What follows belongs to an exercise in optimizing a design on an open flow for small area; a production flow would make more cautious choices. In this exercise RTL edits were held to simulation tests only and were not proved equivalent to the original. Power and IR drop assume default switching activity.

## tennis
module tennis(
 input wire glb_clk,
 input wire pixtick,  
 input wire reset,
 input wire lbat_human,
 input wire [8:0] lbat_move,  
 input wire rbat_human,
 input wire [8:0] rbat_move,  
 input wire tv_mode,
 input wire scanlines,        
 input wire pause,            
 output wire hsync,           
 output wire vsync,          
 output wire csync,           
 output wire ball,            
 output wire left_bat,        
 output wire right_bat,      
 output wire field_and_score,
 output wire sound           
);
clock: 10.0 ns
lec_check: 0
cap_margin: 20
core_margin: 2
core_utilization: 40
slew_margin: 20
standard.sh (not shown) runs the stock make flow with config.mk's settings and CLKGATE_MAP_FILE= SYNTH_SCRIPT=/design/flow/synth_recipe.tcl, a recipe that flattens the netlist after the stock synthesis.
==> flow/flow/run.sh <==
#!/bin/bash
# Own layout flow: the standard synthesis, then its combinational logic re-mapped
# for area with ABC (flip-flops untouched: same instances, names and cells), keeping
# the smallest of several ABC seeds, then the standard ORFS flow from floorplan on,
# with buf_1 port buffers and a clkbuf_8 clock tree.
set -euo pipefail
W=$(pwd)
R=$W/orfs/results/${FLOW_PLATFORM}/tennis/base
LIB=$FLOW_HOME/platforms/${FLOW_PLATFORM}/lib/sky130_fd_sc_hd__tt_025C_1v80.lib
YOSYS=$FLOW_HOME/../tools/install/yosys/bin/yosys
[ -x "$YOSYS" ] || YOSYS=yosys
DU="-dont_use *probe* -dont_use *lpflow* -dont_use *clkbuf* -dont_use *clkinv* -dont_use *dly* -dont_use *conb* -dont_use *bleeder* -dont_use *tap* -dont_use *fill* -dont_use *decap* -dont_use *diode*"

bash standard.sh synth > $W/log_1_standard_synth.txt 2>&1
cp $R/1_2_yosys.v $W/std_netlist.v

resyn() {
  local seed=$1
  sed -e "s|@SEED@|$seed|g" $W/flow/area.abc > $W/area_$seed.abc
  sed -e "s|@LIB@|$LIB|g" -e "s|@NET@|$W/std_netlist.v|g" -e "s|@OUT@|$W/resyn_$seed.v|g" \
      -e "s|@SCRIPT@|$W/area_$seed.abc|g" -e "s|@DU@|$DU|g" $W/flow/resyn.ys > $W/resyn_$seed.ys
  "$YOSYS" -l $W/log_2_resyn_$seed.txt -s $W/resyn_$seed.ys > /dev/null 2>&1 || true
}
for group in "0 1 2 3" "4 5 6 7" "8 9 10 11"; do
  for s in $group; do resyn $s & done
  wait
done
best=""; best_area=""
for s in 0 1 2 3 4 5 6 7 8 9 10 11; do
  [ -f $W/resyn_$s.v.stat ] && [ -s $W/resyn_$s.v ] || continue
  a=$(grep "Chip area for top module" $W/resyn_$s.v.stat | awk '{print $NF}')
  echo "seed $s area $a" >> $W/log_2_resyn_summary.txt
  if [ -z "$best" ] || awk -v a=$a -v b=$best_area 'BEGIN{exit !(a<b)}'; then best=$s; best_area=$a; fi
done
echo "best seed $best area $best_area" >> $W/log_2_resyn_summary.txt

if [ -n "$best" ]; then cp $W/resyn_$best.v $R/1_2_yosys.v; fi
rm -f $R/1_synth.odb $R/1_synth.sdc
bash standard.sh finish "BUFFER_PORTS_ARGS=-buffer_cell sky130_fd_sc_hd__buf_1" "CTS_ARGS=-sink_clustering_enable -repair_clock_nets -dont_use_dummy_load -sink_clustering_size 40 -sink_clustering_max_diameter 400 -sink_clustering_levels 1 -buf_list sky130_fd_sc_hd__clkbuf_8" > $W/log_3_standard_finish.txt 2>&1
Other scripts of this flow, unchanged in this note and not shown: flow/flow/area.abc, flow/flow/resyn.ys
Edit:
--- a/flow/flow/run.sh
+++ b/flow/flow/run.sh
@@ -19 +19,3 @@
-  sed -e "s|@SEED@|$seed|g" $W/flow/area.abc > $W/area_$seed.abc
+  local script=$W/flow/area.abc
+  if [ $seed -ge 12 ]; then script=$W/flow/area_long.abc; fi
+  sed -e "s|@SEED@|$((seed % 12))|g" $script > $W/area_$seed.abc
@@ -24 +26 @@
-for group in "0 1 2 3" "4 5 6 7" "8 9 10 11"; do
+for group in "0 1 2 3" "4 5 6 7" "8 9 10 11" "12 13 14 15" "16 17 18 19" "20 21 22 23"; do
@@ -29 +31 @@
-for s in 0 1 2 3 4 5 6 7 8 9 10 11; do
+for s in $(seq 0 23); do
@@ -39 +41 @@
-bash standard.sh finish "BUFFER_PORTS_ARGS=-buffer_cell sky130_fd_sc_hd__buf_1" "CTS_ARGS=-sink_clustering_enable -repair_clock_nets -dont_use_dummy_load -sink_clustering_size 40 -sink_clustering_max_diameter 400 -sink_clustering_levels 1 -buf_list sky130_fd_sc_hd__clkbuf_8" > $W/log_3_standard_finish.txt 2>&1
+bash standard.sh finish "BUFFER_PORTS_ARGS=-buffer_cell sky130_fd_sc_hd__buf_1" "CTS_ARGS=-sink_clustering_enable -repair_clock_nets -dont_use_dummy_load -sink_clustering_size 28 -sink_clustering_max_diameter 250 -buf_list sky130_fd_sc_hd__clkbuf_8" > $W/log_3_standard_finish.txt 2>&1
==> flow/flow/area_long.abc (new file) <==
strash
&get -n
&deepsyn -T 40 -S @SEED@
&put
dch -f
amap
topo
mfs3 -ae
strash
dch -f
amap
topo
mfs3 -ae
Effect:
- sequential share of layout area increases by 0.16 points
- flip-flop and latch count stays the same
- total power is higher slightly
Edit:
--- a/flow/flow/run.sh
+++ b/flow/flow/run.sh
@@ -19,3 +19 @@
-  local script=$W/flow/area.abc
-  if [ $seed -ge 12 ]; then script=$W/flow/area_long.abc; fi
-  sed -e "s|@SEED@|$((seed % 12))|g" $script > $W/area_$seed.abc
+  sed -e "s|@SEED@|$seed|g" $W/flow/area.abc > $W/area_$seed.abc
@@ -26 +24 @@
-for group in "0 1 2 3" "4 5 6 7" "8 9 10 11" "12 13 14 15" "16 17 18 19" "20 21 22 23"; do
+for group in "0 1 2 3" "4 5 6 7" "8 9 10 11"; do
@@ -31 +29 @@
-for s in $(seq 0 23); do
+for s in 0 1 2 3 4 5 6 7 8 9 10 11; do
@@ -41 +39 @@
-bash standard.sh finish "BUFFER_PORTS_ARGS=-buffer_cell sky130_fd_sc_hd__buf_1" "CTS_ARGS=-sink_clustering_enable -repair_clock_nets -dont_use_dummy_load -sink_clustering_size 28 -sink_clustering_max_diameter 250 -buf_list sky130_fd_sc_hd__clkbuf_8" > $W/log_3_standard_finish.txt 2>&1
+bash standard.sh finish "BUFFER_PORTS_ARGS=-buffer_cell sky130_fd_sc_hd__buf_1" "CTS_ARGS=-repair_clock_nets -dont_use_dummy_load -buf_list sky130_fd_sc_hd__clkbuf_8" > $W/log_3_standard_finish.txt 2>&1
removed: flow/flow/area_long.abc
Result:
- The changed run produced a clean layout
- maximum frequency went up by 20%
- clock power went down by about 2%
- non-clock buffer count went up by 1
- synthesized cell count stays flat
- area after synthesis went up by about 0.44%
Edit:
--- a/flow/flow/run.sh
+++ b/flow/flow/run.sh
@@ -39 +39 @@
-bash standard.sh finish "BUFFER_PORTS_ARGS=-buffer_cell sky130_fd_sc_hd__buf_1" "CTS_ARGS=-repair_clock_nets -dont_use_dummy_load -buf_list sky130_fd_sc_hd__clkbuf_8" > $W/log_3_standard_finish.txt 2>&1
+bash standard.sh finish "BUFFER_PORTS_ARGS=-buffer_cell sky130_fd_sc_hd__buf_1" "CTS_ARGS=-sink_clustering_enable -repair_clock_nets -dont_use_dummy_load -root_buf sky130_fd_sc_hd__clkbuf_8 -buf_list sky130_fd_sc_hd__clkbuf_4" > $W/log_3_standard_finish.txt 2>&1
First-iteration DRC count came out higher by 43%.
Setup slack gets worse by 1.6 ns.
Cell area came out lower by about 0.9%.
Routed wire length came out lower by about 0.9%.
Utilization came out lower by 0.19 points.
Power came out higher by about 38%.
Via count stays flat.
Count of clock-buffer cells in the layout is unchanged.
Flip-flop and latch count does not change.
Die area came out lower by 0.82%.
Synthesized cell count came out lower by 0.60%.

static timing again, ports no longer ideal:
Ports are ideal in the flow. The routed layouts listed here were re-timed in OpenROAD. Step 1 assumes that a clkbuf_16 drives the clock port and a buf_2 every other input. Step 2 moves the port delays by t, midway between the first and last clock arrival at a register: inputs arrive t later, outputs are due t later. That takes back most of the time a late clock gives input paths. Slacks: no drivers / after step 1 / after step 2; pairs: no drivers / after step 1.
| run | shift t [ns] | setup slack, ns | latest minus earliest clock arrival (ns) | worst slew at a driven data input, ns |
|---|---|---|---|---|
| the first run | 0.386 | 2.789 / 2.800 / 2.415 | 0.016 / 0.015 | 0.03 |
| the second run | 0.393 | 1.354 / 1.363 / 0.970 | 0.023 / 0.024 | 0.04 |
| the third run | 0.386 | 2.789 / 2.800 / 2.415 | 0.016 / 0.015 | 0.03 |
| the fourth run | 0.399 | 1.196 / 1.213 / 0.814 | 0.024 / 0.024 | 0.03 |
After both steps every run listed still meets setup and hold. The setup slack of the second run, which loses most, moves by +0.009 ns with the drivers and by -0.384 ns with both steps.
